Source: an optimization exercise on an open RTL-to-GDS flow (aim: small area). Production flows keep margins and buffers that such runs may drop.
Function was checked by simulation only, so behaviour that the tests miss may differ from the original.
Power figures rest on the tool's default switching activity, not on a simulated workload. The clock port is modelled as an ideal driver; clocking choices that lean on that would not hold on a real chip.

## CIC_Interpolator
module CIC_Interpolator 			(input wire 	   			clk,
								 			 input wire 	   			rst,
											 input wire signed [31:0] 	d_in,
											 output wire signed [31:0] 	d_out);
wire        first, load, v0, v3;
wire [10:0] dig_in, comb_out1, comb_out2, comb_out3;
reg  [31:0] integ_out1;
wire [31:0] integ_out2, integ_out3, integ_out;
upsampler  ctrl(.clk(clk), .rst(rst), .d_in(d_in), .d_out(dig_in), .first(first),
                .load(load), .v0(v0), .v3(v3));
Comb #(.D(0)) comb1(clk, first, v0, v3, dig_in,    comb_out1);
Comb #(.D(1)) comb2(clk, first, v0, v3, comb_out1, comb_out2);
Comb #(.D(1)) comb3(clk, first, v0, v3, comb_out2, comb_out3);
wire [10:0] tap1, tap4;
SRAM #(.DATA_WIDTH(11), .TAP1(1), .TAP4(4)) comb4_mem(.clk(clk), .i_data(comb_out3), .o_tap1(tap1), .o_tap4(tap4));
reg  [10:0] acc_d0, acc_d1, acc_d2;
reg         cs_carry, add_carry;
wire [10:0] x = acc_d2 & {11{v0}};
wire [10:0] y = tap1 & {11{v0}};
wire [10:0] z = ~(tap4 & {11{v3}});
wire [10:0] cs_s = x ^ y ^ z;
wire [10:0] cs_c = (x & y) | (x & z) | (y & z);
wire [10:0] acc_next;
wire        add_cout;
Adder #(.W(11)) acc_add(.a(cs_s), .b({cs_c[9:0], first | cs_carry}),
                        .cin(~first & add_carry), .s(acc_next), .cout(add_cout));
always @(posedge clk)
begin
	acc_d0    <= acc_next;
	acc_d1    <= acc_d0;
	acc_d2    <= acc_d1;
	cs_carry  <= cs_c[10];
	add_carry <= add_cout;
end
always @(posedge clk)
begin
	if (rst)
		integ_out1 <= 32'd0;
	else if (load & v0)
		integ_out1 <= {acc_d0[9:0], acc_d1, acc_d2};
end
Intergrator	integrator2	(clk,rst,integ_out1,integ_out2);
Intergrator	integrator3	(clk,rst,integ_out2,integ_out3);
Intergrator	integrator4	(clk,rst,integ_out3,integ_out);
assign d_out = integ_out;
endmodule
For scale: ~1700 cells after synthesis, roughly 21000 µm² of cells after synthesis.
Settings: LEC_CHECK=0, CAP_MARGIN=20, CORE_MARGIN=2, CORE_UTILIZATION=40, SLEW_MARGIN=20; clock period 4.0 ns.
run.sh (not shown) runs the stock make flow with config.mk's settings and CLKGATE_MAP_FILE= SYNTH_SCRIPT=/design/flow/synth_recipe.tcl, a recipe that flattens the netlist after the stock synthesis.
The baseline completed without violations.
==> next run, changes <==
Settings changed: CTS_BUF_LIST set to sky130_fd_sc_hd__clkbuf_16, CTS_CLUSTER_DIAMETER set to 80, CTS_CLUSTER_SIZE set to 20.
What happened: Routed wire length decreases by 2.5%; design area decreases by 4.8%; global-route usage decreases by 0.35 points; worst setup slack barely changes; synthesized cell count stays the same; maximum frequency hardly moves; combinational power hardly moves; sequential share of layout area increases by 2.8 points; via count decreases by 2.3%; sequential power hardly moves.
==> next run, changes <==
Settings changed: CTS_CLUSTER_DIAMETER 80 to 100, CTS_CLUSTER_SIZE 20 to 30.
Outcome:
- setup slack is better by 0.0035 ns
- routed wire length drops by 2.0%
- cell area drops by 1.8%
- area after synthesis is unchanged
- total power went down by 5.4%
- clock skew shrinks by 0.010 ns

---

Setup of job 101:
Another version of the RTL of CIC_Interpolator (not shown whole).
Size in the first run: ~1400 cells after synthesis, ~690 flip-flops, roughly 66 I/O pins.
export LEC_CHECK = 0
export CAP_MARGIN = 20
export CORE_MARGIN = 2
export CORE_UTILIZATION = 40
export CTS_BUF_LIST = sky130_fd_sc_hd__clkbuf_16
export CTS_CLUSTER_DIAMETER = 80
export CTS_CLUSTER_SIZE = 36
export SLEW_MARGIN = 20
create_clock -name core_clock -period 4.0 [get_ports {clk}]
standard.sh (not shown) runs the stock make flow with config.mk's settings and CLKGATE_MAP_FILE= SYNTH_SCRIPT=/design/flow/synth_recipe.tcl, a recipe that flattens the netlist after the stock synthesis.
==> flow/flow/run.sh <==
#!/bin/bash
# The standard layout (standard synthesis unchanged), except that the
# buffer placed on every input and output port is the plain buf_1 cell
# rather than the delay buffer the resizer would pick. The full output of
# the ORFS run goes to standard.log here; ORFS's own per-step logs are kept
# under orfs/logs.
set -o pipefail
export BUFFER_PORTS_ARGS="-buffer_cell sky130_fd_sc_hd__buf_1"
bash standard.sh > standard.log 2>&1
What job 102 does differently from job 101 at the input level:
Settings: swapping 36 for 30 in CTS_CLUSTER_SIZE; swapping 80 for 100 in CTS_CLUSTER_DIAMETER; swapping 40 for 65 in CORE_UTILIZATION.
==> run summary <==
Between job 101 and job 102, clock tree cell share of total cell area is higher for job 101, job 102 comes in under that.
Min final critical-path share of the clock period across job 101 and job 102: job 101
As of job 102, routed wire length on met2 had fallen by a few percent compared to job 101.
The cell type of the slowest stage on the worst timing path comes out sky130_fd_sc_hd__dfxtp_2 in one run and sky130_fd_sc_hd__fa_1 in the other, namely in job 102 and job 101 respectively.
Job 102: number of non-filler instances in the completed layout 13% below job 101
Status: logic gate share of total power parity (job 101, job 102)
--- input diff job 102..job 103 ---
Settings: CORE_UTILIZATION: 65 -> 40.
==> comparison <==
Job 103 ends up with a overall global routing resource usage that is 6.9 points lower than in job 102. Job 103 vs job 102 — total stage count of the critical path dropped 1. Going from job 102 to job 103, half-perimeter wire length after placement shrank by a few percent. Relative to job 102, job 103 improves register-to-register path setup slack. Share of the cycle needed by the critical path after routing down 2.9 points in job 103 wrt job 102. The minimum clock period in job 103 sits 0.12 ns below the value recorded for job 102. Between job 102 and job 103, the flow reports final-layout clock buffer total decreasing by a few percent.
Relative to job 103, the following input files were edited for job 104:
==> flow/flow/run.sh <==
#!/bin/bash
# Standard layout, with the port buffers made of the smallest plain buffer.
set -o pipefail
ls -la > ls.log 2>&1
cat standard.sh > standard_sh.log 2>&1
export BUFFER_PORTS_ARGS="-buffer_cell sky130_fd_sc_hd__buf_1"
bash standard.sh > standard.log 2>&1
==> run summary <==
- Re area fraction in compound gates after synthesis: no difference whatsoever between job 103 and job 104.
- Comparing job 103 against job 104, there is no change at all in number of global-route vias before repair.
- From job 103 to job 104 the numbers moved as follows: post-route worst hold slack stayed essentially flat, share of the cycle needed by the critical path after routing saw little to no change, placement-stage worst setup slack saw little to no change, number of buffers and inverters on the critical path closely matched the old numbers.
- Sequential fraction of total cell area: job 104 vs job 103 identical
- Diff job 103..job 104 | multi-input combinational cell area | negligible
- Reported for job 104 and job 103, inverter count turned out identical to the last digit.
- Job 104 closes out successfully: all stages finished, all timing, DRC and antenna checks passed.
- No stage failed in job 103, and the final checks on the layout all came back clean.

---

## run 1
Another version of the RTL of CIC_Interpolator (not shown whole).
For scale: roughly 2800 cells after synthesis, roughly 640 flip-flops, roughly 66 I/O pins, roughly 27000 µm² of cells after synthesis.
clock: 4.0 ns
lec_check: 0
cap_margin: 20
core_margin: 2
core_utilization: 40
cts_buf_list: sky130_fd_sc_hd__clkbuf_4
slew_margin: 20
run.sh (not shown) runs the stock make flow with config.mk's settings and CLKGATE_MAP_FILE= SYNTH_SCRIPT=/design/flow/synth_recipe.tcl, a recipe that flattens the netlist after the stock synthesis.
Stock flow here: none of the scripts above is used.
Edits applied to the flow inputs when going from run 1 to run 2:
- changing CTS_BUF_LIST from sky130_fd_sc_hd__clkbuf_4 to sky130_fd_sc_hd__clkbuf_8
Results
Clock buffer count in run 2 is 98 lower than in run 1. On total of fill cells in the finished design: run 2 sits below run 1. | slew of the pin with the lowest slew margin | lower: run 2 |. Cmp run 2 vs run 1: initial antenna violation count lower in run 2. Number of antenna diodes, run 2 and run 1: lower on run 2.

---

RTL: one of the versions met above, not the one the previous note started from.
Size: ~1400 cells after synthesis, roughly 690 flip-flops, roughly 66 I/O pins, ~20000 µm² of cells after synthesis.
Settings: LEC_CHECK=0, CAP_MARGIN=20, CORE_MARGIN=2, CORE_UTILIZATION=40, CTS_BUF_LIST=sky130_fd_sc_hd__clkbuf_16, CTS_CLUSTER_DIAMETER=150, CTS_CLUSTER_SIZE=32, SLEW_MARGIN=20; clock period 4.0 ns.
standard.sh (not shown) runs the stock make flow with config.mk's settings and CLKGATE_MAP_FILE= SYNTH_SCRIPT=/design/flow/synth_recipe.tcl, a recipe that flattens the netlist after the stock synthesis.
==> flow/flow/run.sh <==
#!/bin/bash
# The standard layout (standard synthesis unchanged), except that the
# buffer placed on every input and output port is the plain buf_1 cell
# rather than the delay buffer the resizer would pick. The full output of
# the ORFS run goes to standard.log here; ORFS's own per-step logs are kept
# under orfs/logs.
set -o pipefail
export BUFFER_PORTS_ARGS="-buffer_cell sky130_fd_sc_hd__buf_1"
bash standard.sh > standard.log 2>&1
The starting point went through all stages and came out clean.
Edit:
==> flow/run.sh (new file) <==
#!/bin/bash
# synth_recipe.tcl (not shown) runs the flow's synth.tcl, then flattens the netlist and writes it again
# the make line also repeats each setting of config.mk as NAME=value (left out here)
make -C /OpenROAD-flow-scripts/flow DESIGN_CONFIG=/design/flow/config.mk WORK_HOME=/design/flow/orfs CLKGATE_MAP_FILE= SYNTH_SCRIPT=/design/flow/synth_recipe.tcl finish
CTS_CLUSTER_DIAMETER = 100   (was 150)
CTS_CLUSTER_SIZE = 30   (was 32)
removed: flow/flow/run.sh
removed: flow/standard.sh
Outcome: Final cell count hardly moves; first-iteration DRC count came out lower by a few percent; global-route usage came out higher by 0.27 points.
Edit:
==> flow/flow/run.sh (new file) <==
#!/bin/bash
# The standard layout (standard synthesis unchanged), except that the
# buffer placed on every input and output port is the plain buf_1 cell
# rather than the delay buffer the resizer would pick. The full output of
# the ORFS run goes to standard.log here; ORFS's own per-step logs are kept
# under orfs/logs.
set -o pipefail
export BUFFER_PORTS_ARGS="-buffer_cell sky130_fd_sc_hd__buf_1"
bash standard.sh > standard.log 2>&1
==> flow/standard.sh (new file) <==
#!/bin/bash
# synth_recipe.tcl (not shown) runs the flow's synth.tcl, then flattens the netlist and writes it again
# the make line also repeats each setting of config.mk as NAME=value (left out here)
make -C /OpenROAD-flow-scripts/flow DESIGN_CONFIG=/design/flow/config.mk WORK_HOME=/design/flow/orfs CLKGATE_MAP_FILE= SYNTH_SCRIPT=/design/flow/synth_recipe.tcl "${@:-finish}"
CTS_BUF_LIST = sky130_fd_sc_hd__clkbuf_16 sky130_fd_sc_hd__clkbuf_8   (was sky130_fd_sc_hd__clkbuf_16)
removed: flow/run.sh
What happened: The new run produced a clean layout. Routed wire length shrinks by about 3.3%. Critical path depth is unchanged. Count of clock-buffer cells in the layout stays the same. Cell area goes down by 1.9%. Power came out lower by about 0.46%. Cell count is about the same. Flip-flop and latch count is unchanged. Maximum frequency rises by 3.0%. Worst setup slack improves by 0.11 ns. Clock power is about the same. Non-clock buffer count falls by 2.

separate check: timing with driven ports:
The results above use ideal ports. As a check the final layouts listed here were re-extracted and re-timed, cells and wires unchanged.
Step 1, drivers: a clkbuf_16 drives clk and a buf_2 each remaining input, both assumed.
Step 2 moves the port delays by t, midway between the first and last clock arrival at a register: inputs arrive t later, outputs are due t later. That takes back most of the time a late clock gives input paths.
Three values: no drivers, after step 1, after step 2; two values: the first two.
run | shift t [ns] | slack for setup (ns) | worst data-port slew with drivers (ns)
the first run of note 1 | 0.639 | 0.262 / 0.262 / -0.063 | 0.04
the second run of note 1 | 0.642 | 0.264 / 0.264 / -0.036 | 0.04
the third run of note 1 | 0.647 | 0.268 / 0.268 / -0.033 | 0.04
job 101 | 0.629 | 0.285 / 0.285 / -0.025 | 0.05
job 102 | 0.619 | 0.173 / 0.173 / 0.000 | 0.05
job 103 | 0.633 | 0.290 / 0.290 / -0.046 | 0.05
job 104 | 0.633 | 0.290 / 0.290 / -0.046 | 0.05
run 1 | 1.004 | 0.350 / 0.350 / 0.350 | 0.08
run 2 | 0.744 | 0.385 / 0.385 / 0.385 | 0.08
the first run of note 4 | 0.634 | 0.287 / 0.287 / -0.045 | 0.05
the second run of note 4 | 0.638 | 0.178 / 0.178 / -0.410 | 0.04
the third run of note 4 | 0.633 | 0.290 / 0.290 / -0.046 | 0.05
Met with ideal ports but missed after step 2: setup timing in 9 of these runs. For the second run of note 4, which loses most, drivers alone change the setup slack by 0.000 ns; drivers and shift together by -0.588 ns.
